What follows belongs to an exercise in optimizing a design on an open flow for small area; a production flow would make more cautious choices.
In this exercise RTL edits were held to simulation tests only and were not proved equivalent to the original.
In runs 5 to 7 the design's own scripts or RTL, not TritonCTS, make the clock network.
The flow treats the clock pin as an ideal source. Dropping or thinning the clock tree relies on that and would not hold on a real chip.
Power and IR drop assume default switching activity.

--- flow/run.sh ---
#!/bin/bash
# Own layout flow: the standard flow (standard.sh) with three changes that only make the
# layout smaller:
#  - synthesis is the standard flow's own synthesis script, except that ABC maps with flow/abc.script
#    (area-oriented mapping, no delay-driven buffering or upsizing);
#  - ports are buffered with sky130_fd_sc_hd__buf_1 instead of the default buffer cell;
#  - clock tree synthesis uses small clock buffers and no dummy loads.
# Each tool's full output goes to the log files of ORFS (orfs/logs/...) and to make.log here.
set -euo pipefail
W=$PWD
cat > "$W/own_synth.tcl" <<EOF
proc abc {args} {
  set i [lsearch -exact \$args -script]
  if { \$i >= 0 } { lset args [expr { \$i + 1 }] $W/flow/abc.script }
  yosys abc {*}\$args
}
source $W/synth_recipe.tcl
EOF
CTS="-sink_clustering_enable -repair_clock_nets -dont_use_dummy_load"
CTS="$CTS ${CTS_EXTRA:-}"
bash "$W/standard.sh" \
  "SYNTH_SCRIPT=$W/own_synth.tcl" \
  "BUFFER_PORTS_ARGS=-buffer_cell sky130_fd_sc_hd__buf_1" \
  "CTS_ARGS=$CTS" \
  finish > "$W/make.log" 2>&1
--- flow/abc.script ---
strash
dch -f
amap
topo
--- standard.sh ---
#!/bin/bash
# synth_recipe.tcl (not shown) runs the flow's synth.tcl, then flattens the netlist and writes it again
# the make line also repeats each setting of config.mk as NAME=value (left out here)
make -C /OpenROAD-flow-scripts/flow DESIGN_CONFIG=/design/flow/config.mk WORK_HOME=/design/flow/orfs CLKGATE_MAP_FILE= SYNTH_SCRIPT=/design/flow/synth_recipe.tcl "${@:-finish}"
--- config.mk ---
export PLATFORM = sky130hd
export DESIGN_NAME = chasi
export DESIGN_NICKNAME = chasi
export VERILOG_FILES = /design/flow/design.v
export SDC_FILE = /design/flow/constraint.sdc
export NUM_CORES = 4
export LEC_CHECK = 0
export ABC_AREA = 1
export CAP_MARGIN = 20
export CORE_MARGIN = 2
export CORE_UTILIZATION = 40
export SLEW_MARGIN = 20
--- constraint.sdc ---
create_clock -name core_clock -period 10.0 [get_ports {clk}]
set_input_delay 2.0000 -clock core_clock [delete_from_list [all_inputs] [get_ports {clk}]]
set_output_delay 2.0000 -clock core_clock [all_outputs]
set_load 0.01 [all_outputs]
--- design.v ---
module hex2seven_seg(
    input [3:0] hex,
    input CE,
    output [6:0] seven_segment
);
wire [6:0] temp;
assign temp =   {7{hex == 0}} & ~7'b0111111 | 
                {7{hex == 1}} & ~7'b0000110 | 
                {7{hex == 2}} & ~7'b1011011 |
                {7{hex == 3}} & ~7'b1001111 |
                {7{hex == 4}} & ~7'b1100110 |
                {7{hex == 5}} & ~7'b1101101 |
                {7{hex == 6}} & ~7'b1111101 |
                {7{hex == 7}} & ~7'b0000111 |
                {7{hex == 8}} & ~7'b1111111 |
                {7{hex == 9}} & ~7'b1101111 |
                {7{hex == 4'ha}} & ~7'b1110111 |
                {7{hex == 4'hb}} & ~7'b1111100 |
                {7{hex == 4'hc}} & ~7'b0111001 |
                {7{hex == 4'hd}} & ~7'b1011110 |
                {7{hex == 4'he}} & ~7'b1111001 |
                {7{hex == 4'hf}} & ~7'b1110001;
assign seven_segment =  {7{CE == 0}} | temp; 
endmodule
module chasi(
    input clk,
    input reset,
    input w_button2, w_button3, w_button4,
    output [6:0] ss1, ss3, ss4, ss5, ss6, ss7, ss8
);
reg __button2, __button3, __button4;
reg _button2, _button3, _button4;
wire button2 = ~_button2 & __button2;
wire button3 = ~_button3 & __button3;
wire button4 = ~_button4 & __button4;
always @(posedge clk) begin
    __button2 <= reset & ~w_button2;
    __button3 <= reset & ~w_button3;
    __button4 <= reset & ~w_button4;
    _button2 <= __button2;
    _button3 <= __button3;
    _button4 <= __button4;
end
reg [8:0] clock_counter;
always @(posedge clk) clock_counter <= ~reset ? 9'b000000001 : {clock_counter[7:0], clock_counter[1] ^ clock_counter[8] ^ (clock_counter[0] & ~clock_counter[4] & clock_counter[7])};
wire tick = (~clock_counter[0] & ~clock_counter[2] & ~clock_counter[3] & ~clock_counter[4] & ~clock_counter[5] & ~clock_counter[6] & ~clock_counter[7] & ~clock_counter[8]);
reg active;
reg [6:0] counter;
always @(posedge clk) counter <= (~reset | ~active) ? 7'b0001101 : tick ? {counter[5:0], counter[1] ^ counter[6] ^ (counter[0] & ~counter[4])} : counter;
wire c99 = (~counter[0] & counter[1] & counter[2] & ~counter[3] & ~counter[6]);
reg [5:0] blink_counter;
always @(posedge clk) blink_counter <= ~reset ? 6'b101110 : tick ? {blink_counter[4:0], blink_counter[0] ^ blink_counter[5] ^ (~blink_counter[1] & blink_counter[2])} : blink_counter;
wire ev = tick & (blink_counter[0] & ~blink_counter[1] & blink_counter[4] & ~blink_counter[5]);
reg [1:0] holdoff;
always @(posedge clk) begin
    holdoff[0] <= reset & ~button4 & (holdoff[0] | ev);
    holdoff[1] <= reset & ~button4 & (holdoff[1] | (holdoff[0] & ev));
end
wire tog = ev & holdoff[1];
reg [1:0] change_counter;
always @(posedge clk) begin
    active <= ~reset | (active ^ button2);
    change_counter <= ~reset ? 2'd0 : button3 ? {change_counter[0], ~change_counter[0] & ~change_counter[1]} : change_counter;
end
wire sel0 = ~change_counter[0] & ~change_counter[1];
wire sel1 = change_counter[0];
wire sel2 = change_counter[1];
reg [2:0] blink;
wire force1 = ~reset | button4 | active;
always @(posedge clk) begin
    blink[0] <= force1 | ~sel0 | (blink[0] ^ tog);
    blink[1] <= force1 | ~sel1 | (blink[1] ^ tog);
    blink[2] <= force1 | ~sel2 | (blink[2] ^ tog);
end
wire run_inc = tick & c99;
wire inc_s = active ? run_inc : sel0 & button4;
reg [3:0] sec0;
wire [3:0] sec0_succ = {((sec0[0] & sec0[1]) | (~sec0[1] & ~sec0[3]) | (~sec0[1] & sec0[2])), ((~sec0[0]) | (~sec0[2] & ~sec0[3])), ((sec0[1] & ~sec0[2]) | (~sec0[0] & sec0[1]) | (~sec0[1] & sec0[2])), ((sec0[2] & ~sec0[3]) | (~sec0[1] & sec0[3]))};
wire sec0_last = ((~sec0[2] & ~sec0[3]));
always @(posedge clk) sec0 <= ~reset ? 4'b1100 : inc_s ? sec0_succ : sec0;
wire inc_s1 = inc_s & sec0_last;
reg [2:0] sec1;
wire [2:0] sec1_succ = {((sec1[0])), ((sec1[2])), ((~sec1[1]))};
wire sec1_last = ((~sec1[0] & sec1[2]));
always @(posedge clk) sec1 <= ~reset ? 3'b010 : inc_s1 ? sec1_succ : sec1;
wire inc_m = active ? run_inc & sec0_last & sec1_last : sel1 & button4;
reg [3:0] min0;
wire [3:0] min0_succ = {((min0[0] & min0[1]) | (~min0[1] & ~min0[3]) | (~min0[1] & min0[2])), ((~min0[0]) | (~min0[2] & ~min0[3])), ((min0[1] & ~min0[2]) | (~min0[0] & min0[1]) | (~min0[1] & min0[2])), ((min0[2] & ~min0[3]) | (~min0[1] & min0[3]))};
wire min0_last = ((~min0[2] & ~min0[3]));
always @(posedge clk) min0 <= ~reset ? 4'b1100 : inc_m ? min0_succ : min0;
wire inc_m1 = inc_m & min0_last;
reg [2:0] min1;
wire [2:0] min1_succ = {((min1[0])), ((min1[2])), ((~min1[1]))};
wire min1_last = ((~min1[0] & min1[2]));
always @(posedge clk) min1 <= ~reset ? 3'b010 : inc_m1 ? min1_succ : min1;
wire inc_h = active ? run_inc & sec0_last & sec1_last & min0_last & min1_last : sel2 & button4;
wire hour0_is3 = ((~hour0[1] & hour0[2] & ~hour0[3]));
wire hour1_is2 = ((hour1[1]));
wire h23 = hour1_is2 & hour0_is3;
reg [3:0] hour0;
wire [3:0] hour0_succ = {((hour0[0] & hour0[1]) | (~hour0[1] & ~hour0[3]) | (~hour0[1] & hour0[2])), ((~hour0[0]) | (~hour0[2] & ~hour0[3])), ((hour0[1] & ~hour0[2]) | (~hour0[0] & hour0[1]) | (~hour0[1] & hour0[2])), ((hour0[2] & ~hour0[3]) | (~hour0[1] & hour0[3]))};
wire hour0_last = ((~hour0[2] & ~hour0[3]));
always @(posedge clk) hour0 <= ~reset ? 4'b1100 : inc_h ? (h23 ? 4'b1100 : hour0_succ) : hour0;
wire inc_h1 = inc_h & (hour0_last | h23);
reg [1:0] hour1;
wire [1:0] hour1_succ = {((hour1[0])), ((~hour1[0] & ~hour1[1]))};
wire hour1_last = ((hour1[1]));
always @(posedge clk) hour1 <= ~reset ? 2'b00 : inc_h1 ? hour1_succ : hour1;
assign ss3[0] = ~blink[0] | ((sec0[0] & sec0[1] & sec0[3]));
assign ss3[1] = ~blink[0] | ((~sec0[0] & sec0[1]));
assign ss3[2] = ~blink[0] | ((~sec0[0] & ~sec0[1] & ~sec0[2]));
assign ss3[3] = ~blink[0] | ((sec0[0] & sec0[1]));
assign ss3[4] = ~blink[0] | ((sec0[1] & sec0[3]) | (sec0[0] & ~sec0[3]));
assign ss3[5] = ~blink[0] | ((sec0[0] & sec0[2]) | (~sec0[0] & ~sec0[1] & ~sec0[2]));
assign ss3[6] = ~blink[0] | ((sec0[2] & sec0[3]) | (sec0[0] & sec0[1] & ~sec0[3]));
assign ss4[0] = ~blink[0] | ((~sec1[0] & ~sec1[1]) | (sec1[0] & sec1[1]));
assign ss4[1] = ~blink[0] | ((~sec1[0] & sec1[2]));
assign ss4[2] = ~blink[0] | ((sec1[0] & ~sec1[2]));
assign ss4[3] = ~blink[0] | ((~sec1[0] & ~sec1[1]) | (sec1[0] & sec1[1]));
assign ss4[4] = ~blink[0] | ((sec1[2]) | (~sec1[0] & ~sec1[1]));
assign ss4[5] = ~blink[0] | ((~sec1[1]));
assign ss4[6] = ~blink[0] | ((~sec1[0] & ~sec1[2]));
assign ss5[0] = ~blink[1] | ((min0[0] & min0[1] & min0[3]));
assign ss5[1] = ~blink[1] | ((~min0[0] & min0[1]));
assign ss5[2] = ~blink[1] | ((~min0[0] & ~min0[1] & ~min0[2]));
assign ss5[3] = ~blink[1] | ((min0[0] & min0[1]));
assign ss5[4] = ~blink[1] | ((min0[1] & min0[3]) | (min0[0] & ~min0[3]));
assign ss5[5] = ~blink[1] | ((min0[0] & min0[2]) | (~min0[0] & ~min0[1] & ~min0[2]));
assign ss5[6] = ~blink[1] | ((min0[2] & min0[3]) | (min0[0] & min0[1] & ~min0[3]));
assign ss6[0] = ~blink[1] | ((~min1[0] & ~min1[1]) | (min1[0] & min1[1]));
assign ss6[1] = ~blink[1] | ((~min1[0] & min1[2]));
assign ss6[2] = ~blink[1] | ((min1[0] & ~min1[2]));
assign ss6[3] = ~blink[1] | ((~min1[0] & ~min1[1]) | (min1[0] & min1[1]));
assign ss6[4] = ~blink[1] | ((min1[2]) | (~min1[0] & ~min1[1]));
assign ss6[5] = ~blink[1] | ((~min1[1]));
assign ss6[6] = ~blink[1] | ((~min1[0] & ~min1[2]));
assign ss7[0] = ~blink[2] | ((hour0[0] & hour0[1] & hour0[3]));
assign ss7[1] = ~blink[2] | ((~hour0[0] & hour0[1]));
assign ss7[2] = ~blink[2] | ((~hour0[0] & ~hour0[1] & ~hour0[2]));
assign ss7[3] = ~blink[2] | ((hour0[0] & hour0[1]));
assign ss7[4] = ~blink[2] | ((hour0[1] & hour0[3]) | (hour0[0] & ~hour0[3]));
assign ss7[5] = ~blink[2] | ((hour0[0] & hour0[2]) | (~hour0[0] & ~hour0[1] & ~hour0[2]));
assign ss7[6] = ~blink[2] | ((hour0[2] & hour0[3]) | (hour0[0] & hour0[1] & ~hour0[3]));
assign ss8[0] = ~blink[2] | ((hour1[0]));
assign ss8[1] = ~blink[2] | (1'b0);
assign ss8[2] = ~blink[2] | ((hour1[1]));
assign ss8[3] = ~blink[2] | ((hour1[0]));
assign ss8[4] = ~blink[2] | ((hour1[0]));
assign ss8[5] = ~blink[2] | ((hour1[0]) | (hour1[1]));
assign ss8[6] = ~blink[2] | ((~hour1[1]));
assign ss1[0] = ((change_counter[0]));
assign ss1[1] = (1'b0);
assign ss1[2] = ((change_counter[1]));
assign ss1[3] = ((change_counter[0]));
assign ss1[4] = ((change_counter[0]));
assign ss1[5] = ((change_counter[0]) | (change_counter[1]));
assign ss1[6] = ((~change_counter[1]));
endmodule
==> notes.md, run 1 <==
Fillers=589; worst hold path depth=0; largest net degree at the start of global routing=33; Warnings, synthesis=1; CTS Buf Count=5; Post-synth EDFFs=0; setup violators final=0; list of most frequent post-synthesis cells=56 x dfxtp_1, 39 x clkinv_1, 38 x nor2_1; Area Growth Syn to Fin=12.4%; count leader, synth=dfxtp_1; HP Class=register to register; number of global-route vias before repair=1786; syn nets=296; dpl cell area=0.00259 mm²; first-pass GRT wire length=7970 µm; Leakage Power=1.02 nW; pre-CTS WS=5.52 ns; vias=2074; total wire length=4670 µm; Post-Syn Area=0.00236 mm²; cell count after synthesis=289; Worst slew margin=41.1%; Chip Width=80.9 µm; final worst-path cycle share=41.3%; Top FF cell, synth=dfxtp_1; layout cells sized above 1=1.78%; post-detailed-route count of antenna-violating nets=0; vias per cell=5.06; setup total negative slack=0 ns; internal reg-to-reg setup slack=6.96 ns; Final nets=347; Congestion Overflow GR=0; final instance area=0.00266 mm²; H-tree depth=2; input/output buffers=52; Worst VDD drop=0.0000952 V; Die Area=0.00654 mm²; endpoints failing hold=0; Worst Tran Pin Value=0.878 ns; starting density of the core=42.1%; critical path launch point type=input pin; Core ar.=0.00561 mm²; Seq/Total Area, Yosys=47.4%; Final min period=4.13 ns; Synth Register Bits=56; Synth area leaders=dfxtp_1 47%, clkinv_1 6.2%, nor2_1 6.0%; post-CTS resize count=0; fin. max-slew vios=0; # hold bufs at CTS=0; MaxCap Viol Count=0; sequence of cells on the critical path=buf_1 -> clkinv_1 -> nor2_1 -> clkinv_1 -> a221o_1; synthesized area per cell=8.18 µm²; Placer Congestion=0.773; WHS=0.350 ns; DP HPWL=3480 µm; Critical R2R Capture=hour1[0]$_SDFFE_PN0P_; CP max stage delay=0.88 ns; hold_sp=__button3$_DFF_P_; fmax=242 MHz; crit path DAT=4.31 ns; CTS Root Cell=clkbuf_8; Max clock buf depth=2; most used cell along the critical path=clkinv_1; Die Ht=80.9 µm; reg2reg start=clock_counter[2]$_SDFF_PN0_; antenna violations before repair=0; number of remaining DRC errors=0; # rows=27; critical path class=input pin to register; Yosys top cell area share=47.4%; biggest fanout along the worst timing path=32; WP data required=10.18 ns; Worst-path clk slew=0.08 ns; WHS Endpoint=_button3$_DFF_P_; clock latency on the worst-skew pair=0.29 ns; critical path's slowest cell=clkinv_1; initial DRC count=60; # clock sinks=56; TritonRoute pass-1 iters=4; WL/cell=11.4 µm; Tot GR Track Use=15.1%; Yosys top cell by area=dfxtp_1; Netlist cell types=32; Setup Skew=0.00858 ns; ant diodes=0; Setup WS post-layout=5.87 ns; Setup Fix Bufs, Post-CTS=0; Ports=54; path depth of the worst reg2reg path=13; ys async rst share=0%; power per cell area=139 mW/mm²; CTS tree=done; unrepaired setup endpoints after global routing=no; status=no timing/DRC/antenna violations; Worst setup EP type=register
-- worst max path at each step --
stage / from / end / slack [ns] / cells past startpoint
global placement: reset / counter[2]$_SDFFE_PP1P_ / 5.60 / 5
global route: reset / counter[3]$_SDFFE_PP1P_ / 5.62 / 5
CTS: reset / counter[2]$_SDFFE_PP1P_ / 5.86 / 5
floorplan: reset / counter[2]$_SDFFE_PP1P_ / 6.70 / 4
finish: reset / counter[3]$_SDFFE_PP1P_ / 5.87 / 5
detailed placement: reset / counter[2]$_SDFFE_PP1P_ / 5.52 / 5
-- metal layers --
layer / track usage (%) / up-vias / wire, µm / share of wire [%]
met1: 20.9 / 912 / 2380 / 51
met4: 3.56 / 0 / 30 / 0.64
met3: 3.00 / 2 / 223 / 4.8
li1: - / 1108 / - / -
met2: 24.5 / 52 / 2030 / 43
met5: 0 / - / 0 / 0
-- registers in the layout, summed over array words and instances (netlist names), 2 cells and up --
register        count
blink_counter       6
clock_counter       9
holdoff             2
sec0                4
hour1               2
blink               3
sec1                3
counter             7
change_counter      2
min1                3
min0                4
hour0               4
-- power breakdown --
part	total (mW)	switching (mW)	internal, mW
registers	0.236	0.00590	0.230
logic	0.0259	0.0164	0.00943
clock network	0.107	0.0615	0.0454
total	0.369	0.0838	0.285
-- worst max-delay path: cells and delay by family --
| kind | cells | cell delay (ns) |
|---|---|---|
| simple gates | 1 | 0.51 |
| buf+inv | 3 | 1.51 |
| compound gates | 1 | 0.28 |
-- area by class of cell --
type / instances / area, µm² / share of cell area, %
clock buffer: 5 / 68.8 / 2.59
inverter: 39 / 146 / 5.51
multi-input combinational: 185 / 1030 / 38.7
sequential: 56 / 1120 / 42.2
tap: 72 / 90.1 / 3.39
timing repair buffer: 53 / 203 / 7.63
-- cells by family (layout without fill, tap and decap cells) --
kind of cell,after synthesis,count (layout),share of synthesized area [%]
other,1,1,0.159
buffers and inverters,48,97,9.05
AND/OR/NAND/NOR,93,93,17.2
AO/OA/AOI/OAI,89,89,25.1
adder cells (fa/ha/maj),2,2,1.06
flip-flops,56,56,47.4
-- cells in the final DEF (no fill, tap or decap), types with 4 or more instances in the layout --
cell	n
a21oi_1	14
a221o_1	4
a221oi_1	4
a22oi_1	7
buf_1	52
clkbuf_8	5
clkinv_1	39
dfxtp_1	56
nand2_1	31
nor2_1	38
nor2b_1	10
o211ai_1	5
o21ai_0	28
o221ai_1	6
o22ai_1	4
or2_0	4
-- per-stage QoR --
stage	util (%)	power, mW	cells
after floorplan	-	0.260	289
after global placement	46.2	0.268	405
after detailed placement	46.2	0.268	405
after CTS	47.4	0.375	410
after global routing	47.4	0.387	410
final	47.4	0.369	410
==> run 2, diff against run 1 <==
--- a/flow/run.sh
+++ b/flow/run.sh
@@ -18,5 +18,4 @@
 EOF
 CTS="-sink_clustering_enable -repair_clock_nets -dont_use_dummy_load"
-CTS="$CTS ${CTS_EXTRA:-}"
 bash "$W/standard.sh" \
   "SYNTH_SCRIPT=$W/own_synth.tcl" \
==> run 2 against run 1 <==
Effect of this change: die area is the same; core utilization is the same; sequential cell count is the same; routed wire length is the same; global-route usage is the same; largest cell class unchanged.
==> notes.md, run 2 <==
status=no timing/DRC/antenna violations; final worst-path cycle share=41.3%; Tot GR Track Use=15.1%; power share of the clock group=29.0%; CP bufs+invs=3; largest family of logic cells by synthesized area=compound AO/OA/AOI/OAI gates; Worst VDD drop=0.0000952 V; post-CTS resize count=0; crit path DAT=4.31 ns; Synth Register Bits=56; WL/cell=11.4 µm; Chip Width=80.9 µm; # hold bufs at CTS=0; CTS tree=done; largest net degree at the start of global routing=33; MaxCap Viol Count=0; Synth Area in Simple Gates=17.2%; critical path class=input pin to register; mux share of post-synthesis cell area=0%; vias=2074; Placer Congestion=0.773; critical path launch point type=input pin; Worst setup EP type=register; biggest fanout along the worst timing path=32; most used cell along the critical path=clkinv_1; endpoints failing hold=0; Post-Syn Area=0.00236 mm²; post-synthesis adder-cell area fraction=1.06%; TritonRoute pass-1 iters=4; Worst Tran Pin Value=0.878 ns; WP data required=10.18 ns; setup violators final=0; Setup Fix Bufs, Post-CTS=0; Reg with most FFs=clock_counter; Yosys top cell by area=dfxtp_1; post-synthesis xor/xnor area fraction=0%; Seq/Total Area, Yosys=47.4%; Synth area leaders=dfxtp_1 47%, clkinv_1 6.2%, nor2_1 6.0%; Die Ht=80.9 µm; critical path's slowest cell=clkinv_1; Synth Area in Compound Gates=25.1%; count leader, synth=dfxtp_1; most frequent cells in the layout=56 x dfxtp_1, 52 x buf_1, 39 x clkinv_1; Yosys top cell area share=47.4%; CTS Buf Count=5; number of global-route vias before repair=1786; unrepaired setup endpoints after global routing=no; pre-CTS WS=5.52 ns; Int Pwr=0.285 mW; layout cells sized above 1=1.78%; first-pass GRT wire length=7970 µm; sw power=0.0838 mW; final instance area=0.00266 mm²; starting density of the core=42.1%; Final nets=347; fmax=242 MHz; initial DRC count=60; H-tree depth=2; dpl cell area=0.00259 mm²; input/output buffers=52; sequence of cells on the critical path=buf_1 -> clkinv_1 -> nor2_1 -> clkinv_1 -> a221o_1; CP max stage delay=0.88 ns; number of remaining DRC errors=0; syn nets=296; Congestion Overflow GR=0; Leakage Power=1.02 nW; setup total negative slack=0 ns; cell count after synthesis=289; family with the most delay on the worst path=buffers and inverters; Max clock buf depth=2; switch share=22.7%; Setup WS post-layout=5.87 ns; power per cell area=139 mW/mm²; CTS Root Cell=clkbuf_8; Post-synth EDFFs=0; commonest non-fill, non-tap cell in the layout=dfxtp_1; total area of sequential cells=0.00112 mm²; antenna violations before repair=0; sequential share of power=64.0%; Fillers=589; Netlist cell types=32; Ports=54; DP HPWL=3480 µm; max reg flops=9; ys async rst share=0%; clock latency on the worst-skew pair=0.29 ns; synthesized area per cell=8.18 µm²; Power, Total=0.369 mW; HP Class=register to register; Core ar.=0.00561 mm²; Gate power share=7.0%; # rows=27; total wire length=4670 µm; Warnings, synthesis=1; list of most frequent post-synthesis cells=56 x dfxtp_1, 39 x clkinv_1, 38 x nor2_1; # clock sinks=56; fin. max-slew vios=0; Top FF cell, synth=dfxtp_1; Worst slew margin=41.1%; area of the multi-input gates=0.00103 mm²; Area Growth Syn to Fin=12.4%; Top Registers=clock_counter x9, counter x7, blink_counter x6; Worst-path clk slew=0.08 ns; Final min period=4.13 ns; post-detailed-route count of antenna-violating nets=0; Die Area=0.00654 mm²; Setup Skew=0.00858 ns; ant diodes=0; vias per cell=5.06; WHS=0.350 ns
-- run 2: logic make-up after synthesis --
kind of cell / count (synthesis)
and+or+nand+nor: 93
AOI/OAI and AO/OA: 89
DFF: 56
buffers and inverters: 48
adders and majority gates: 2
other: 1
-- run 2: cell type report --
| class | count | share of cell area, % |
|---|---|---|
| timing repair buffer | 53 | 7.63 |
| tap | 72 | 3.39 |
| inverter | 39 | 5.51 |
| sequential | 56 | 42.2 |
| clock buffer | 5 | 2.59 |
| multi-input combinational | 185 | 38.7 |
-- run 2: metal layers --
metal	global-route usage, %	wire [µm]
met1	20.9	2380
met3	3.00	223
met5	0	0
met2	24.5	2030
met4	3.56	30
-- run 2: metrics by stage --
step	util (%)	cells
floorplan	-	289
global placement	46.2	405
detailed placement	46.2	405
CTS	47.4	410
global route	47.4	410
finish	47.4	410
-- run 2: power groups by stage --
stage                     Clock (mW)  Sequential [mW]  Combinational [mW]
after floorplan                    0            0.240              0.0203
after global placement             0            0.242              0.0260
after detailed placement           0            0.241              0.0261
after CTS                      0.113            0.236              0.0261
after global routing           0.120            0.238              0.0296
final                          0.107            0.236              0.0259
-- run 2: worst paths after layout --
| kind | slack, ns | endpoint | start | cells past startpoint |
|---|---|---|---|---|
| max | 5.87 | counter[3]$_SDFFE_PP1P_ | reset | 5 |
| min | 0.35 | _button3$_DFF_P_ | __button3$_DFF_P_ | 0 |
| max reg2reg | 6.96 | hour1[0]$_SDFFE_PN0P_ | clock_counter[2]$_SDFF_PN0_ | 13 |
| min reg2reg | 0.35 | _button3$_DFF_P_ | __button3$_DFF_P_ | 0 |
==> run 3, diff against run 2 <==
--- a/flow/run.sh
+++ b/flow/run.sh
@@ -18,4 +18,5 @@
 EOF
 CTS="-sink_clustering_enable -repair_clock_nets -dont_use_dummy_load"
+CTS="$CTS -buf_list sky130_fd_sc_hd__clkbuf_8 -root_buf sky130_fd_sc_hd__clkbuf_8 -sink_clustering_size 60 -sink_clustering_max_diameter 200"
 bash "$W/standard.sh" \
   "SYNTH_SCRIPT=$W/own_synth.tcl" \
==> run 3 against run 2 <==
Effect of this change: still clean on timing, DRC and antenna; sequential cell count unchanged; worst hold slack unchanged; clock power about the same; critical path depth unchanged; clock-buffer cell count unchanged; critical endpoint unchanged; largest power group unchanged.
==> notes.md, run 3 <==
first-pass GRT wire length=7970 µm; sequence of cells on the critical path=buf_1 -> clkinv_1 -> nor2_1 -> clkinv_1 -> a221o_1; Tot GR Track Use=15.1%; Die Ht=80.9 µm; critical path class=input pin to register; number of global-route vias before repair=1786; antenna violations before repair=0; input/output buffers=52; CTS tree=done; Post-Syn Area=0.00236 mm²; Reg with most FFs=clock_counter; HP Class=register to register; # clock sinks=56; max reg flops=9; fin. max-slew vios=0; CTS Root Cell=clkbuf_8; Post-synth EDFFs=0; setup total negative slack=0 ns; starting density of the core=42.1%; Fillers=589; Top Registers=clock_counter x9, counter x7, blink_counter x6; total area of sequential cells=0.00112 mm²; Setup Fix Bufs, Post-CTS=0; # rows=27; Ports=54; total wire length=4670 µm; ys async rst share=0%; Core ar.=0.00561 mm²; endpoints failing hold=0; power per cell area=139 mW/mm²; list of most frequent post-synthesis cells=56 x dfxtp_1, 39 x clkinv_1, 38 x nor2_1; area of the multi-input gates=0.00103 mm²; Setup Skew=0.00858 ns; final worst-path cycle share=41.3%; crit path DAT=4.31 ns; critical path's slowest cell=clkinv_1; Congestion Overflow GR=0; layout cells sized above 1=1.78%; clock latency on the worst-skew pair=0.29 ns; Worst-path clk slew=0.08 ns; Yosys top cell area share=47.4%; largest net degree at the start of global routing=33; post-detailed-route count of antenna-violating nets=0; Placer Congestion=0.773; Synth area leaders=dfxtp_1 47%, clkinv_1 6.2%, nor2_1 6.0%; biggest fanout along the worst timing path=32; CP max stage delay=0.88 ns; Area Growth Syn to Fin=12.4%; commonest non-fill, non-tap cell in the layout=dfxtp_1; most frequent cells in the layout=56 x dfxtp_1, 52 x buf_1, 39 x clkinv_1; Netlist cell types=32; MaxCap Viol Count=0; vias=2074; unrepaired setup endpoints after global routing=no; Max clock buf depth=2; Final min period=4.13 ns; critical path launch point type=input pin; number of remaining DRC errors=0; Worst slew margin=41.1%; H-tree depth=2; Top FF cell, synth=dfxtp_1; TritonRoute pass-1 iters=4; status=no timing/DRC/antenna violations; Leakage Power=1.02 nW; WL/cell=11.4 µm; Chip Width=80.9 µm; most used cell along the critical path=clkinv_1; cell count after synthesis=289; DP HPWL=3480 µm; Die Area=0.00654 mm²; WP data required=10.18 ns; Power, Total=0.369 mW; Yosys top cell by area=dfxtp_1; Synth Register Bits=56; fmax=242 MHz; Worst VDD drop=0.0000952 V; Seq/Total Area, Yosys=47.4%; Worst Tran Pin Value=0.878 ns; # hold bufs at CTS=0; Final nets=347; count leader, synth=dfxtp_1; setup violators final=0; CP bufs+invs=3; family with the most delay on the worst path=buffers and inverters; synthesized area per cell=8.18 µm²; Warnings, synthesis=1; vias per cell=5.06; post-CTS resize count=0; ant diodes=0; syn nets=296; Worst setup EP type=register; CTS Buf Count=5; initial DRC count=60
run 3: through the flow:
step / hold WS (ns) / cell area (µm²) / worst slack [ns] / util [%] / cells
3_3_place_gp: 0.332 / 2590 / 5.60 / 46.2 / 405
5_1_grt: 0.357 / 2660 / 5.62 / 47.4 / 410
3_5_place_dp: 0.336 / 2590 / 5.52 / 46.2 / 405
4_1_cts: 0.354 / 2660 / 5.86 / 47.4 / 410
6_report: 0.350 / 2660 / 5.87 / 47.4 / 410
2_1_floorplan: 0.324 / 2360 / 6.70 / - / 289
run 3: power by group:
group          total [mW]  internal (mW)  switching (mW)
logic              0.0259        0.00943          0.0164
registers           0.236          0.230         0.00590
clock network       0.107         0.0454          0.0615
total               0.369          0.285          0.0838
run 3: cell type report:
type                            count  area share (%)
Sequential cell                    56            42.2
Inverter                           39            5.51
Clock buffer                        5            2.59
Timing Repair Buffer               53            7.63
Tap cell                           72            3.39
Multi-Input combinational cell    185            38.7
run 3: kinds of logic after synthesis:
kind of cell               share of synthesized area [%]
AOI/OAI and AO/OA                                   25.1
adders and majority gates                           1.06
buffers and inverters                               9.05
DFF                                                 47.4
other                                              0.159
and+or+nand+nor                                     17.2
run 3: per-layer routing:
layer | share of wire, % | routed length, µm | vias up | track usage [%]
met2 | 43 | 2030 | 52 | 24.5
met5 | 0 | 0 | - | 0
met3 | 4.8 | 223 | 2 | 3.00
met1 | 51 | 2380 | 912 | 20.9
li1 | - | - | 1108 | -
met4 | 0.64 | 30 | 0 | 3.56
run 3: final timing paths:
path	start	end	slack [ns]	depth (start not counted)
max reg2reg	clock_counter[2]$_SDFF_PN0_	hour1[0]$_SDFFE_PN0P_	6.96	13
min reg2reg	__button3$_DFF_P_	_button3$_DFF_P_	0.35	0
max	reset	counter[3]$_SDFFE_PP1P_	5.87	5
min	__button3$_DFF_P_	_button3$_DFF_P_	0.35	0
==> run 4, diff against run 3 <==
--- a/design.v
+++ b/design.v
@@ -43,6 +43,7 @@
 end
 reg [8:0] clock_counter;
-always @(posedge clk) clock_counter <= ~reset ? 9'b000000001 : {clock_counter[7:0], clock_counter[1] ^ clock_counter[8] ^ (clock_counter[0] & ~clock_counter[4] & clock_counter[7])};
-wire tick = (~clock_counter[0] & ~clock_counter[2] & ~clock_counter[3] & ~clock_counter[4] & ~clock_counter[5] & ~clock_counter[6] & ~clock_counter[7] & ~clock_counter[8]);
+wire [8:0] pc = clock_counter ^ 9'b010101010;
+always @(posedge clk) clock_counter <= (~reset ? 9'b000000001 : {pc[7:0], pc[1] ^ pc[8] ^ (pc[0] & ~pc[4] & pc[7])}) ^ 9'b010101010;
+wire tick = (~pc[0] & ~pc[2] & ~pc[3] & ~pc[4] & ~pc[5] & ~pc[6] & ~pc[7] & ~pc[8]);
 reg active;
 reg [6:0] counter;
@@ -52,10 +53,4 @@
 always @(posedge clk) blink_counter <= ~reset ? 6'b101110 : tick ? {blink_counter[4:0], blink_counter[0] ^ blink_counter[5] ^ (~blink_counter[1] & blink_counter[2])} : blink_counter;
 wire ev = tick & (blink_counter[0] & ~blink_counter[1] & blink_counter[4] & ~blink_counter[5]);
-reg [1:0] holdoff;
-always @(posedge clk) begin
-    holdoff[0] <= reset & ~button4 & (holdoff[0] | ev);
-    holdoff[1] <= reset & ~button4 & (holdoff[1] | (holdoff[0] & ev));
-end
-wire tog = ev & holdoff[1];
 reg [1:0] change_counter;
 always @(posedge clk) begin
@@ -66,12 +61,18 @@
 wire sel1 = change_counter[0];
 wire sel2 = change_counter[1];
-reg [2:0] blink;
-wire force1 = ~reset | button4 | active;
+wire run_inc = tick & c99;
+reg [1:0] blink_state;
+reg sel_changed;
+wire blank_on = blink_state[1] & ~blink_state[0];
+wire clr_blink = ~reset | button4;
 always @(posedge clk) begin
-    blink[0] <= force1 | ~sel0 | (blink[0] ^ tog);
-    blink[1] <= force1 | ~sel1 | (blink[1] ^ tog);
-    blink[2] <= force1 | ~sel2 | (blink[2] ^ tog);
+    blink_state[1] <= ~clr_blink & (blink_state[1] | (blink_state[0] & ev));
+    blink_state[0] <= ~clr_blink & (blink_state[1] ? (active | ((blink_state[0] | sel_changed) ^ ev)) : (blink_state[0] | ev));
+    sel_changed <= button3;
 end
-wire run_inc = tick & c99;
+wire [2:0] blink;
+assign blink[0] = ~blank_on | ~(sel_changed ? sel1 : sel0);
+assign blink[1] = ~blank_on | ~(sel_changed ? sel2 : sel1);
+assign blink[2] = ~blank_on | ~(sel_changed ? sel0 : sel2);
 wire inc_s = active ? run_inc : sel0 & button4;
 reg [3:0] sec0;
--- a/flow/run.sh
+++ b/flow/run.sh
@@ -18,5 +18,4 @@
 EOF
 CTS="-sink_clustering_enable -repair_clock_nets -dont_use_dummy_load"
-CTS="$CTS -buf_list sky130_fd_sc_hd__clkbuf_8 -root_buf sky130_fd_sc_hd__clkbuf_8 -sink_clustering_size 60 -sink_clustering_max_diameter 200"
 bash "$W/standard.sh" \
   "SYNTH_SCRIPT=$W/own_synth.tcl" \
==> run 4 against run 3 <==
Effect of this change: combinational power grew 2%; clock skew grew 0.0025 ns; clock-buffer cell count is the same; routed wire length shrank 0.11%; global-route usage grew 0.26 points; synthesized area shrank 1.6%; die area shrank 1.5%; core utilization shrank 0.52 points; clock power is essentially flat; synthesized cell count grew 0.69%; non-clock buffer count shrank 1; final area shrank 1.7%; critical endpoint is now counter[2]$_SDFFE_PP1P_.
==> notes.md, run 4 <==
status=no timing/DRC/antenna violations; vias=2133; Ports=54; Final nets=348; # hold bufs at CTS=0; WHS=0.350 ns; H-tree depth=2; Seq/Total Area, Yosys=46.5%; max layer used=met4; Synth Register Bits=54; Routed met2 length=2120 µm; Max clock buf depth=2; Worst slew margin=44.7%; # rows=27; Chip Width=80.3 µm; HP Class=register to register; layout cells sized above 1=1.47%; Placer Congestion=0.782; clock latency on the worst-skew pair=0.30 ns; Worst VDD drop=0.0000987 V; number of global-route vias before repair=1801; Reg with most FFs=clock_counter; Worst-path clk slew=0.09 ns; placed insts=406; synthesized area per cell=7.99 µm²; CTS Root Cell=clkbuf_8; final worst-path cycle share=42.2%; crit path DAT=4.41 ns; max reg flops=9; critical path class=input pin to register; largest net degree at the start of global routing=29; post-synthesis adder-cell area fraction=1.08%; critical path launch point type=input pin; Finished Layout Cells=411; WL met3=167 µm; Synth area leaders=dfxtp_1 46%, clkinv_1 6.8%, o21ai_0 6.7%; fmax=237 MHz; Final min period=4.22 ns; CTS tree=done; ys async rst share=0%; WP data required=10.20 ns; Post-Syn Area=0.00233 mm²; Fillers=592; total wire length=4660 µm; number of remaining DRC errors=0; unrepaired setup endpoints after global routing=no; power per cell area=139 mW/mm²; fin. max-slew vios=0; Netlist cell types=33; endpoints failing hold=0; Area Growth Syn to Fin=12.3%; ant diodes=0; # clock sinks=54; Yosys top cell by area=dfxtp_1; biggest fanout along the worst timing path=28; Top Registers=clock_counter x9, counter x7, blink_counter x6; largest family of logic cells by synthesized area=compound AO/OA/AOI/OAI gates; post-CTS resize count=0; Yosys top cell area share=46.5%; mux share of post-synthesis cell area=0%; initial DRC count=113; Setup Fix Bufs, Post-CTS=0; Setup Skew=0.0111 ns; CTS Buf Count=5; Leakage Power=0.968 nW; first-pass GRT wire length=7870 µm; Tot GR Track Use=15.4%; path depth of the worst reg2reg path=11; list of most frequent post-synthesis cells=54 x dfxtp_1, 42 x clkinv_1, 36 x nor2_1; Die Ht=80.3 µm; starting density of the core=41.7%; Synth Area in Simple Gates=16.8%; MaxCap Viol Count=0; Worst Tran Pin Value=0.825 ns; Core ar.=0.00557 mm²; syn nets=298; antenna violations before repair=0; vias per cell=5.19; post-synthesis xor/xnor area fraction=0%; Top FF cell, synth=dfxtp_1; cell count after synthesis=291; most frequent cells in the layout=54 x dfxtp_1, 52 x buf_1, 42 x clkinv_1; Post-synth EDFFs=0; TritonRoute pass-1 iters=4; Post-Route M1 WL=2330 µm; Warnings, synthesis=1; WL/cell=11.3 µm; setup total negative slack=0 ns; worst hold path depth=0; Synth Area in Compound Gates=25.8%; DP HPWL=3460 µm; setup violators final=0; count leader, synth=dfxtp_1; Worst setup EP type=register; Die Area=0.00644 mm²; post-detailed-route count of antenna-violating nets=0; Congestion Overflow GR=0; commonest non-fill, non-tap cell in the layout=dfxtp_1; input/output buffers=52
## run 4: changes by cell type after synthesis, moves of 2 or more
cell / delta
a21oi_1: +4
a311oi_1: +2
a22oi_1: +3
dfxtp_1: -2
o211ai_1: -2
clkinv_1: +3
nor2b_1: -5
o21ai_0: +3
nor2_1: -2
o22ai_1: -2
o221ai_1: +3
## run 4: cells by family after synthesis
| group | after synthesis |
|---|---|
| simple gates | 90 |
| fa+ha+maj | 2 |
| buf+inv | 51 |
| compound gates | 93 |
| other cells | 1 |
| flops | 54 |
## run 4: path summary, 6_finish.rpt
check | startpoint | end | slack, ns
max | reset | counter[2]$_SDFFE_PP1P_ | 5.78
min | __button3$_DFF_P_ | _button3$_DFF_P_ | 0.35
max reg2reg | clock_counter[8]$_SDFF_PN0_ | hour1[0]$_SDFFE_PN0P_ | 6.39
min reg2reg | __button3$_DFF_P_ | _button3$_DFF_P_ | 0.35
## run 4: metal layers
metal | GRT usage [%] | up-vias
li1 | - | 1123
met5 | 0 | -
met1 | 19.8 | 963
met2 | 25.5 | 40
met3 | 4.49 | 7
met4 | 3.56 | 0
## run 4: per-stage QoR
stage	worst slack (ns)	instance area (µm²)	util, %	total power [mW]
3_5_place_dp	5.41	2540	45.6	0.261
3_3_place_gp	5.41	2540	45.6	0.261
6_report	5.78	2610	46.9	0.362
5_1_grt	5.51	2610	46.9	0.380
4_1_cts	5.75	2610	46.9	0.366
2_1_floorplan	6.29	2330	-	0.253
## run 4: power by group
part | total [mW] | switching (mW) | internal, mW
combinational | 0.0264 | 0.0174 | 0.00900
sequential | 0.229 | 0.00616 | 0.223
clock | 0.107 | 0.0615 | 0.0453
total | 0.362 | 0.0851 | 0.277
## run 4: layout make-up
| type | count | area (µm²) | area share (%) |
|---|---|---|---|
| inverter | 42 | 158 | 6.03 |
| multi-input combinational | 186 | 1020 | 39.0 |
| tap | 72 | 90.1 | 3.45 |
| clock buffer | 5 | 68.8 | 2.63 |
| sequential | 54 | 1080 | 41.4 |
| timing repair buffer | 52 | 195 | 7.47 |
## run 4: critical path: stages
cell and delay (ns):
buf_1 0.60, clkinv_1 0.91, nor2_1 0.43, clkinv_1 0.18, a221o_1 0.28
==> run 5, diff against run 4 <==
--- a/flow/run.sh
+++ b/flow/run.sh
@@ -5,5 +5,7 @@
 #    (area-oriented mapping, no delay-driven buffering or upsizing);
 #  - ports are buffered with sky130_fd_sc_hd__buf_1 instead of the default buffer cell;
-#  - clock tree synthesis uses small clock buffers and no dummy loads.
+#  - after clock tree synthesis, flow/post_cts.tcl (POST_CTS_TCL) replaces the clock tree with
+#    four buffers fed from the clock port, each driving a cluster of flip-flops
+#    (flow/clock_tree.tcl).
 # Each tool's full output goes to the log files of ORFS (orfs/logs/...) and to make.log here.
 set -euo pipefail
@@ -22,3 +24,4 @@
   "BUFFER_PORTS_ARGS=-buffer_cell sky130_fd_sc_hd__buf_1" \
   "CTS_ARGS=$CTS" \
+  "POST_CTS_TCL=$W/flow/post_cts.tcl" \
   finish > "$W/make.log" 2>&1
==> flow/clock_tree.tcl (new file) <==
# Build a two-level clock tree by hand: K leaf buffers, each driving a cluster of the flip-flops
# (k-means on their positions), fed either straight from the clock port or from one root buffer.
proc out_iterm { inst } {
  foreach it [$inst getITerms] {
    if { [$it isOutputSignal] } { return $it }
  }
  error "no output on [$inst getName]"
}
proc build_tree { K leaf_master root_master } {
  set block [ord::get_db_block]
  set db [ord::get_db]
  set clknet [$block findNet clk]
  set sinks {}
  foreach it [$clknet getITerms] {
    set i [$it getInst]
    set bb [$i getBBox]
    lappend sinks [list $it [expr {([$bb xMin] + [$bb xMax]) / 2}] [expr {([$bb yMin] + [$bb yMax]) / 2}]]
  }
  set n [llength $sinks]
  # initial centres: sinks sorted by x, evenly spaced
  set sorted [lsort -integer -index 1 $sinks]
  set cx {}; set cy {}
  for {set k 0} {$k < $K} {incr k} {
    set s [lindex $sorted [expr {int(($k + 0.5) * $n / $K)}]]
    lappend cx [lindex $s 1]; lappend cy [lindex $s 2]
  }
  for {set iter 0} {$iter < 30} {incr iter} {
    set asg {}
    foreach s $sinks {
      set best 0; set bd 1e30
      for {set k 0} {$k < $K} {incr k} {
        set d [expr {abs([lindex $s 1] - [lindex $cx $k]) + abs([lindex $s 2] - [lindex $cy $k])}]
        if {$d < $bd} { set bd $d; set best $k }
      }
      lappend asg $best
    }
    set nx {}; set ny {}
    for {set k 0} {$k < $K} {incr k} {
      set sx 0; set sy 0; set c 0
      foreach s $sinks a $asg { if {$a == $k} { set sx [expr {$sx + [lindex $s 1]}]; set sy [expr {$sy + [lindex $s 2]}]; incr c } }
      if {$c > 0} { lappend nx [expr {$sx / $c}]; lappend ny [expr {$sy / $c}] } else { lappend nx [lindex $cx $k]; lappend ny [lindex $cy $k] }
    }
    set cx $nx; set cy $ny
  }
  set lm [$db findMaster $leaf_master]
  if {$root_master ne "none"} {
    set rm [$db findMaster $root_master]
    set rnet [odb::dbNet_create $block clknet_root]
    $rnet setSigType CLOCK
    set rinst [odb::dbInst_create $block $rm clkbuf_root]
    set sx 0; set sy 0
    foreach x $cx y $cy { set sx [expr {$sx + $x}]; set sy [expr {$sy + $y}] }
    $rinst setLocation [expr {$sx / $K}] [expr {$sy / $K}]
    $rinst setPlacementStatus PLACED
    [$rinst findITerm A] connect $clknet
    [out_iterm $rinst] connect $rnet
    set feed $rnet
  } else {
    set feed $clknet
  }
  for {set k 0} {$k < $K} {incr k} {
    set net [odb::dbNet_create $block clknet_leaf_$k]
    $net setSigType CLOCK
    set inst [odb::dbInst_create $block $lm clkbuf_leaf_$k]
    $inst setLocation [expr {int([lindex $cx $k])}] [expr {int([lindex $cy $k])}]
    $inst setPlacementStatus PLACED
    foreach s $sinks a $asg {
      if {$a == $k} { set it [lindex $s 0]; $it disconnect; $it connect $net }
    }
    [$inst findITerm A] connect $feed
    [out_iterm $inst] connect $net
  }
  set cnt {}
  for {set k 0} {$k < $K} {incr k} { set c 0; foreach a $asg { if {$a == $k} { incr c } }; lappend cnt $c }
  puts "clock tree: $K leaves ($leaf_master), fanouts $cnt, root $root_master"
}

# Take out the clock tree that clock_tree_synthesis built (its buffers and their nets) and put
# every flip-flop clock pin back on the clock port's net.
proc remove_clock_tree { } {
  set block [ord::get_db_block]
  set clknet [$block findNet clk]
  set bufs {}
  set nets {}
  set sinks {}
  set todo [list $clknet]
  while { [llength $todo] } {
    set net [lindex $todo 0]
    set todo [lrange $todo 1 end]
    foreach it [$net getITerms] {
      if { [$it isOutputSignal] } { continue }
      set inst [$it getInst]
      set m [[$inst getMaster] getName]
      if { [regexp {__(clk)?buf_[0-9]+$} $m] } {
        lappend bufs $inst
        set o [out_iterm $inst]
        set onet [$o getNet]
        if { $onet ne "NULL" } { lappend nets $onet; lappend todo $onet }
      } else {
        lappend sinks $it
      }
    }
  }
  foreach it $sinks {
    if { [$it getNet] ne $clknet } { $it disconnect; $it connect $clknet }
  }
  foreach inst $bufs { odb::dbInst_destroy $inst }
  foreach net $nets { odb::dbNet_destroy $net }
  puts "removed [llength $bufs] clock buffers, [llength $sinks] clock sinks back on clk"
}
==> flow/post_cts.tcl (new file) <==
# POST_CTS_TCL hook: replace the clock tree with a smaller one of the same shape (one level of
# buffers, each driving a cluster of nearby flip-flops, all fed from the clock port), then
# legalise the new buffers.
source [file join [file dirname [info script]] clock_tree.tcl]
remove_clock_tree
build_tree 4 sky130_fd_sc_hd__buf_4 none
detailed_placement
estimate_parasitics -placement
report_clock_skew
--- a/config.mk
+++ b/config.mk
@@ -9,4 +9,4 @@
 export CAP_MARGIN = 20
 export CORE_MARGIN = 2
-export CORE_UTILIZATION = 40
+export CORE_UTILIZATION = 70
 export SLEW_MARGIN = 20
==> run 5 against run 4 <==
Effect of this change: still clean; synthesized cell count unchanged; worst hold slack better by 0.0029 ns; via count down 1.1%; final cell count is 7.1% lower; combinational power about the same; register-to-register slack lost 0.06 ns; global-route usage up 11 points; sequential share of layout area increased by 1.2 points; sequential cell count unchanged; maximum frequency decreased by 3.4%.
==> notes.md, run 5 <==
status=no timing/DRC/antenna violations; fin. max-slew vios=0; HP Class=register to register; Seq/Total Area, Yosys=46.5%; ant diodes=0; MaxCap Viol Count=0; biggest fanout along the worst timing path=28; syn nets=298; max reg flops=9; Top FF cell, synth=dfxtp_1; starting density of the core=75.0%; placed insts=378; Worst-path clk slew=0.10 ns; Int Pwr=0.253 mW; Ports=54; count leader, synth=dfxtp_1; crit path DAT=4.40 ns; first-pass GRT wire length=7390 µm; Setup Skew=0.0187 ns; Gate power share=8.1%; DP HPWL=3400 µm; endpoints failing hold=0; Netlist cell types=33; reg2reg start=clock_counter[8]$_SDFF_PN0_; most frequent cells in the layout=54 x dfxtp_1, 52 x buf_1, 42 x clkinv_1; Core ar.=0.00310 mm²; internal reg-to-reg setup slack=6.33 ns; path depth of the worst reg2reg path=11; Die Area=0.00380 mm²; antenna violations before repair=0; number of global-route vias before repair=1805; Post-synth EDFFs=0; Yosys top cell by area=dfxtp_1; Top Registers=clock_counter x9, counter x7, blink_counter x6; ys async rst share=0%; Warnings, synthesis=1; vias per cell=5.52; post-detailed-route count of antenna-violating nets=0; Tot GR Track Use=26.0%; Worst setup startpoint=reset; setup violators final=0; Reg with most FFs=clock_counter; clock latency on the worst-skew pair=0.16 ns; Placer Congestion=0.819; Yosys top cell area share=46.5%; final worst-path cycle share=43.6%; list of most frequent post-synthesis cells=54 x dfxtp_1, 42 x clkinv_1, 36 x nor2_1; WP data required=10.04 ns; Synth area leaders=dfxtp_1 46%, clkinv_1 6.8%, o21ai_0 6.7%; fmax=229 MHz; cell count after synthesis=291; sequential share of power=70.5%; initial DRC count=141; vias=2109; setup total negative slack=0 ns; switch share=22.2%; power per cell area=128 mW/mm²; Worst slew margin=46.1%; Setup WS post-layout=5.64 ns; Congestion Overflow GR=0; Area Growth Syn to Fin=9.14%; pre-CTS WS=5.52 ns; commonest non-fill, non-tap cell in the layout=dfxtp_1; Synth Register Bits=54; Critical R2R Capture=hour1[0]$_SDFFE_PN0P_; Finished Layout Cells=382; Worst VDD drop=0.000121 V; Chip Width=61.6 µm; input/output buffers=52; number of remaining DRC errors=0; unrepaired setup endpoints after global routing=no; WL/cell=11.8 µm; # rows=20; Final min period=4.36 ns; synthesized area per cell=7.99 µm²; critical path class=input pin to register; largest net degree at the start of global routing=29; # clock sinks=54; layout cells sized above 1=1.18%; worst setup path endpoint=counter[3]$_SDFFE_PP1P_; power share of the clock group=21.4%; TritonRoute pass-1 iters=4; Worst setup EP type=register; total wire length=4490 µm; Die Ht=61.6 µm; critical path launch point type=input pin; Worst Tran Pin Value=0.804 ns; Post-Syn Area=0.00233 mm²; sw power=0.0722 mW; Final nets=347; Leakage Power=0.951 nW
-- run 5: cell counts after synthesis --
No cell type changed its count.
-- run 5: area by class of cell --
type	count	area (µm²)
Sequential cell	54	1080
Multi-Input combinational cell	186	1020
Fill cell	227	564
Timing Repair Buffer	52	195
Inverter	42	158
Tap cell	44	55.1
Buffer	4	30.0
-- run 5: power by group through the flow --
stage          sequential (mW)  combinational [mW]  clock, mW
2_1_floorplan            0.233              0.0208          0
6_report                 0.229              0.0264     0.0696
5_1_grt                  0.231              0.0305     0.0784
3_3_place_gp             0.234              0.0253          0
3_5_place_dp             0.234              0.0262          0
-- run 5: layer usage --
layer,up-vias,GRT usage (%),share of wire (%)
met5,-,0,0
met4,0,9.73,0.89
met3,5,5.25,4.5
met2,60,43.5,49
met1,934,33.1,46
li1,1110,-,-
-- run 5: cell families after synthesis --
family / Yosys count / synth area share [%]
compound gates: 93 / 25.8
simple gates: 90 / 16.8
flops: 54 / 46.5
buf+inv: 51 / 9.68
fa+ha+maj: 2 / 1.08
other cells: 1 / 0.161
-- run 5: critical path, cell delays in order --
cell and delay, ns:
buf_1 0.59, clkinv_1 0.89, nor2_1 0.43, clkinv_1 0.19
a221o_1 0.28
-- run 5: worst min-delay path by stage --
stage               slack, ns               from  cells after the start          endpoint
floorplan                0.32  __button2$_DFF_P_                      0  _button2$_DFF_P_
global placement         0.33  __button2$_DFF_P_                      0  _button2$_DFF_P_
detailed placement       0.33  __button2$_DFF_P_                      0  _button2$_DFF_P_
global route             0.36  __button4$_DFF_P_                      0  _button4$_DFF_P_
finish                   0.35  __button2$_DFF_P_                      0  _button2$_DFF_P_
-- run 5: through the flow --
stage               hold WS [ns]  instance area (µm²)  utilization [%]  total power [mW]
finish                     0.353                 2540             81.8             0.325
detailed placement         0.331                 2510             80.8             0.260
global placement           0.326                 2510             80.8             0.259
global route               0.357                 2540             81.8             0.339
floorplan                  0.324                 2330                -             0.253
==> run 6, diff against run 5 <==
--- a/flow/post_cts.tcl
+++ b/flow/post_cts.tcl
@@ -4,5 +4,5 @@
 source [file join [file dirname [info script]] clock_tree.tcl]
 remove_clock_tree
-build_tree 4 sky130_fd_sc_hd__buf_4 none
+build_tree 4 sky130_fd_sc_hd__buf_6 none
 detailed_placement
 estimate_parasitics -placement
==> run 6 against run 5 <==
Effect of this change: sequential cell count did not move; synthesized cell count stayed put; maximum frequency down 0.13%; combinational power is essentially flat; still clean on timing, DRC and antenna; synthesized area stayed put; sequential power about the same; worst hold slack worse by 0.0039 ns; core utilization increased by 0.48 points; highest routed layer unchanged; largest cell class unchanged; sequential share of layout area decreased by 0.25 points; power grew 3.6%.
==> notes.md, run 6 <==
Top Registers=clock_counter x9, counter x7, blink_counter x6; Chip Width=61.6 µm; ant diodes=0; Core ar.=0.00310 mm²; Netlist cell types=33; Post-Syn Area=0.00233 mm²; DP HPWL=3400 µm; Die Area=0.00380 mm²; fmax=229 MHz; dpl cell area=0.00251 mm²; # clock sinks=54; unrepaired setup endpoints after global routing=no; largest net degree at the start of global routing=29; layout cells sized above 1=1.18%; setup total negative slack=0 ns; post-detailed-route count of antenna-violating nets=0; fin. max-slew vios=0; Die Ht=61.6 µm; antenna violations before repair=0; syn nets=298; Warnings, synthesis=1; endpoints failing hold=0; Worst slew margin=45.7%; number of global-route vias before repair=1846; HP Class=register to register; TritonRoute pass-1 iters=4; Yosys top cell by area=dfxtp_1; starting density of the core=75.0%; synthesized area per cell=7.99 µm²; Worst VDD drop=0.000130 V; Synth Register Bits=54; Synth area leaders=dfxtp_1 46%, clkinv_1 6.8%, o21ai_0 6.7%; area of the multi-input gates=0.00102 mm²; final instance area=0.00255 mm²; biggest fanout along the worst timing path=28; vias per cell=5.66; final worst-path cycle share=43.7%; Ports=54; list of most frequent post-synthesis cells=54 x dfxtp_1, 42 x clkinv_1, 36 x nor2_1; commonest non-fill, non-tap cell in the layout=dfxtp_1; Worst-path clk slew=0.08 ns; cell count after synthesis=291; critical path launch point type=input pin; WHS=0.349 ns; total area of sequential cells=0.00108 mm²; Worst Tran Pin Value=0.810 ns; Area Growth Syn to Fin=9.79%; Reg with most FFs=clock_counter; # rows=20; Top FF cell, synth=dfxtp_1; count leader, synth=dfxtp_1; Seq/Total Area, Yosys=46.5%; Post-synth EDFFs=0; status=no timing/DRC/antenna violations; initial DRC count=128; first-pass GRT wire length=7620 µm; Placer Congestion=0.819; max reg flops=9; ys async rst share=0%; Yosys top cell area share=46.5%; WP data required=10.00 ns; most frequent cells in the layout=54 x dfxtp_1, 52 x buf_1, 42 x clkinv_1; setup violators final=0; Final min period=4.37 ns; clock latency on the worst-skew pair=0.12 ns; Fillers=229; critical path class=input pin to register; WL/cell=12.1 µm; crit path DAT=4.37 ns; Final nets=347; MaxCap Viol Count=0; vias=2162; Worst setup EP type=register; Leakage Power=0.956 nW; Tot GR Track Use=26.9%; internal reg-to-reg setup slack=6.32 ns; power per cell area=132 mW/mm²; total wire length=4620 µm; Setup Skew=0.0154 ns; Congestion Overflow GR=0; input/output buffers=52; number of remaining DRC errors=0; Power, Total=0.337 mW
[run 6: layout make-up]
cell class	count	share of cell area (%)
Tap cell	44	2.16
Inverter	42	6.17
Buffer	4	1.76
Timing Repair Buffer	52	7.64
Sequential cell	54	42.3
Multi-Input combinational cell	186	39.9
[run 6: per-layer routing]
layer | wire length, µm | up-vias | GRT usage [%]
met5 | 0 | - | 0
met4 | 42 | 0 | 9.42
met3 | 261 | 6 | 6.09
met2 | 2360 | 74 | 45.7
met1 | 1960 | 967 | 33.6
li1 | - | 1115 | -
[run 6: cell families after synthesis]
family	count (synthesis)	share of synthesized area, %
AO/OA/AOI/OAI	93	25.8
buffers and inverters	51	9.68
other	1	0.161
adder cells (fa/ha/maj)	2	1.08
AND/OR/NAND/NOR	90	16.8
flip-flops	54	46.5
[run 6: critical path: stages]
cell	delay, ns
buf_1	0.57
clkinv_1	0.89
nor2_1	0.44
clkinv_1	0.19
a221o_1	0.28
[run 6: metrics by stage]
step	setup WS, ns	cells	utilization, %
after floorplan	6.29	291	-
after global placement	5.59	378	80.8
after detailed placement	5.52	378	80.8
after global routing	5.34	382	82.3
final	5.63	382	82.3
[run 6: final timing paths]
check,to,from,cells past startpoint
worst max register to register,hour1[0]$_SDFFE_PN0P_,clock_counter[8]$_SDFF_PN0_,11
worst max-delay path,counter[3]$_SDFFE_PP1P_,reset,5
worst min register to register,_button2$_DFF_P_,__button2$_DFF_P_,0
worst min-delay path,_button2$_DFF_P_,__button2$_DFF_P_,0
[run 6: power breakdown]
part	internal (mW)	leakage (nW)	switching, mW
logic	0.00900	0.491	0.0176
clock network	0.0320	0.0242	0.0490
registers	0.223	0.441	0.00626
total	0.264	0.956	0.0728
==> run 7, diff against run 6 <==
--- a/config.mk
+++ b/config.mk
@@ -9,4 +9,4 @@
 export CAP_MARGIN = 20
 export CORE_MARGIN = 2
-export CORE_UTILIZATION = 70
+export CORE_UTILIZATION = 40
 export SLEW_MARGIN = 20
==> run 7 against run 6 <==
Effect of this change: die area grew 69%; power increased by 0.38%; still clean; critical path type unchanged; final area increased by 1.4%; routed wire length hardly changed; synthesized cell count unchanged; combinational power is essentially flat; register-to-register slack better by 0.05 ns; maximum frequency shrank 0.92%; sequential cell count stayed put.
==> notes.md, run 7 <==
clock latency on the worst-skew pair=0.13 ns; critical path class=input pin to register; list of most frequent post-synthesis cells=54 x dfxtp_1, 42 x clkinv_1, 36 x nor2_1; TritonRoute pass-1 iters=5; Critical R2R Capture=hour1[0]$_SDFFE_PN0P_; number of remaining DRC errors=0; Setup Skew=0.0222 ns; cell count after synthesis=291; initial DRC count=92; Worst setup EP type=register; WHS Endpoint=_button3$_DFF_P_; Area Growth Syn to Fin=11.3%; Worst VDD drop=0.0000953 V; Finished Layout Cells=410; Synth Register Bits=54; CP bufs+invs=3; HP Class=register to register; # rows=27; Congestion Overflow GR=0; Yosys top cell by area=dfxtp_1; CP max stage delay=0.92 ns; Worst slew margin=44.2%; biggest fanout along the worst timing path=28; critical path's slowest cell=clkinv_1; Die Area=0.00644 mm²; Core ar.=0.00557 mm²; WP data required=10.03 ns; WL/cell=11.3 µm; unrepaired setup endpoints after global routing=no; fmax=227 MHz; Reg with most FFs=clock_counter; Leakage Power=0.956 nW; vias=2142; final worst-path cycle share=44.1%; commonest non-fill, non-tap cell in the layout=dfxtp_1; total wire length=4630 µm; antenna violations before repair=0; post-detailed-route count of antenna-violating nets=0; path depth of the worst reg2reg path=11; most used cell along the critical path=clkinv_1; fin. max-slew vios=0; syn nets=298; input/output buffers=52; largest net degree at the start of global routing=29; Yosys top cell area share=46.5%; number of global-route vias before repair=1792; synthesized area per cell=7.99 µm²; vias per cell=5.22; reg2reg start=clock_counter[8]$_SDFF_PN0_; Worst-path clk slew=0.10 ns; Die Ht=80.3 µm; internal reg-to-reg setup slack=6.37 ns; Post-synth EDFFs=0; Fillers=595; most frequent cells in the layout=54 x dfxtp_1, 52 x buf_1, 42 x clkinv_1; Top Registers=clock_counter x9, counter x7, blink_counter x6; critical path launch point type=input pin; Netlist cell types=33; setup violators final=0; status=no timing/DRC/antenna violations; setup total negative slack=0 ns; ys async rst share=0%; max reg flops=9; Post-Syn Area=0.00233 mm²; Top FF cell, synth=dfxtp_1; first-pass GRT wire length=7830 µm; crit path DAT=4.44 ns; Seq/Total Area, Yosys=46.5%; endpoints failing hold=0; ant diodes=0; power per cell area=131 mW/mm²; worst hold path depth=0; DP HPWL=3460 µm; Tot GR Track Use=15.2%; Synth area leaders=dfxtp_1 46%, clkinv_1 6.8%, o21ai_0 6.7%; Placer Congestion=0.782; Final nets=347; family with the most delay on the worst path=buffers and inverters; starting density of the core=41.7%; Warnings, synthesis=1; Ports=54; placed insts=406; Chip Width=80.3 µm; hold_sp=__button3$_DFF_P_; sequence of cells on the critical path=buf_1 -> clkinv_1 -> nor2_1 -> clkinv_1 -> a221o_1; MaxCap Viol Count=0; Final min period=4.41 ns; layout cells sized above 1=1.18%; count leader, synth=dfxtp_1; # clock sinks=54; Worst Tran Pin Value=0.837 ns
[run 7: worst max path at each step]
| stage | cells past startpoint | start | slack, ns | to |
|---|---|---|---|---|
| final | 5 | reset | 5.59 | counter[2]$_SDFFE_PP1P_ |
| after global routing | 5 | reset | 5.33 | counter[2]$_SDFFE_PP1P_ |
| after detailed placement | 5 | reset | 5.41 | counter[2]$_SDFFE_PP1P_ |
| after global placement | 5 | reset | 5.41 | counter[2]$_SDFFE_PP1P_ |
| after floorplan | 5 | change_counter[0]$_SDFFE_PN0P_ | 6.29 | ss8[3] |
[run 7: area by class of cell]
class	instances	area [µm²]	area share, %
sequential	54	1080	41.8
tap	72	90.1	3.48
buffer	4	45.0	1.74
inverter	42	158	6.09
timing repair buffer	52	195	7.54
multi-input combinational	186	1020	39.4
[run 7: per-layer routing]
metal	global-route usage, %	routed length [µm]	vias to the layer above
li1	-	-	1122
met1	19.7	2280	978
met2	25.7	2110	37
met3	2.47	176	5
met4	5.08	59	0
met5	0	0	-
[run 7: power by group]
group	internal (mW)	switching, mW
sequential	0.223	0.00617
clock	0.0320	0.0506
combinational	0.00900	0.0174
[run 7: cells by family (layout without fill, tap and decap cells)]
logic type | Yosys count | in the layout | synth area share (%)
and+or+nand+nor | 90 | 90 | 16.8
DFF | 54 | 54 | 46.5
AOI/OAI and AO/OA | 93 | 93 | 25.8
other | 1 | 1 | 0.161
adders and majority gates | 2 | 2 | 1.08
buffers and inverters | 51 | 98 | 9.68
[run 7: through the flow]
stage / area (µm²) / util (%) / worst slack, ns / hold WS (ns) / total power, mW
6_report: 2590 / 46.4 / 5.59 / 0.344 / 0.339
5_1_grt: 2590 / 46.4 / 5.33 / 0.350 / 0.355
2_1_floorplan: 2330 / - / 6.29 / 0.324 / 0.253
3_5_place_dp: 2540 / 45.6 / 5.41 / 0.335 / 0.261
3_3_place_gp: 2540 / 45.6 / 5.41 / 0.328 / 0.261
[run 7: worst reg2reg max path, stage by stage, from the launching register on]
cell,delay [ns]
dfxtp_1,0.33
nor4b_1,0.29
nand4_1,0.58
or4_1,0.67
nor4_1,0.38
nand3_1,0.14
o21ai_0,0.29
clkinv_1,0.24
nor2_1,0.21
clkinv_1,0.12
a22oi_1,0.19
nor2_1,0.06

-- afterwards: timing with drivers on the ports --
No port has a modelled driver above. Below, the same layouts with a new extraction and two added sets of constraints.
Step 1 sets driving cells, clkbuf_16 on the clock port and buf_2 on the other inputs (assumed; they add their load-dependent delay and slew).
Step 2 moves the port delays by t, midway between the first and last clock arrival at a register: inputs arrive t later, outputs are due t later. That takes back most of the time a late clock gives input paths.
Three values: ideal ports, drivers, drivers and shift; two values: the first two.
| run | t (ns) | setup WS [ns] | clock arrival spread, ns |
|---|---|---|---|
| run 1 | 0.314 | 5.868 / 5.872 / 5.559 | 0.009 / 0.009 |
| run 2 | 0.314 | 5.868 / 5.872 / 5.559 | 0.009 / 0.009 |
| run 3 | 0.314 | 5.868 / 5.872 / 5.559 | 0.009 / 0.009 |
| run 4 | 0.320 | 5.784 / 5.783 / 5.463 | 0.012 / 0.012 |
| run 5 | 0.191 | 5.636 / 5.654 / 5.464 | 0.019 / 0.019 |
| run 6 | 0.169 | 5.630 / 5.658 / 5.489 | 0.016 / 0.017 |
| run 7 | 0.173 | 5.589 / 5.620 / 5.447 | 0.022 / 0.023 |
After both steps every run listed still meets setup and hold. The setup slack of run 4, which loses most, moves by -0.001 ns with the drivers and by -0.321 ns with both steps.
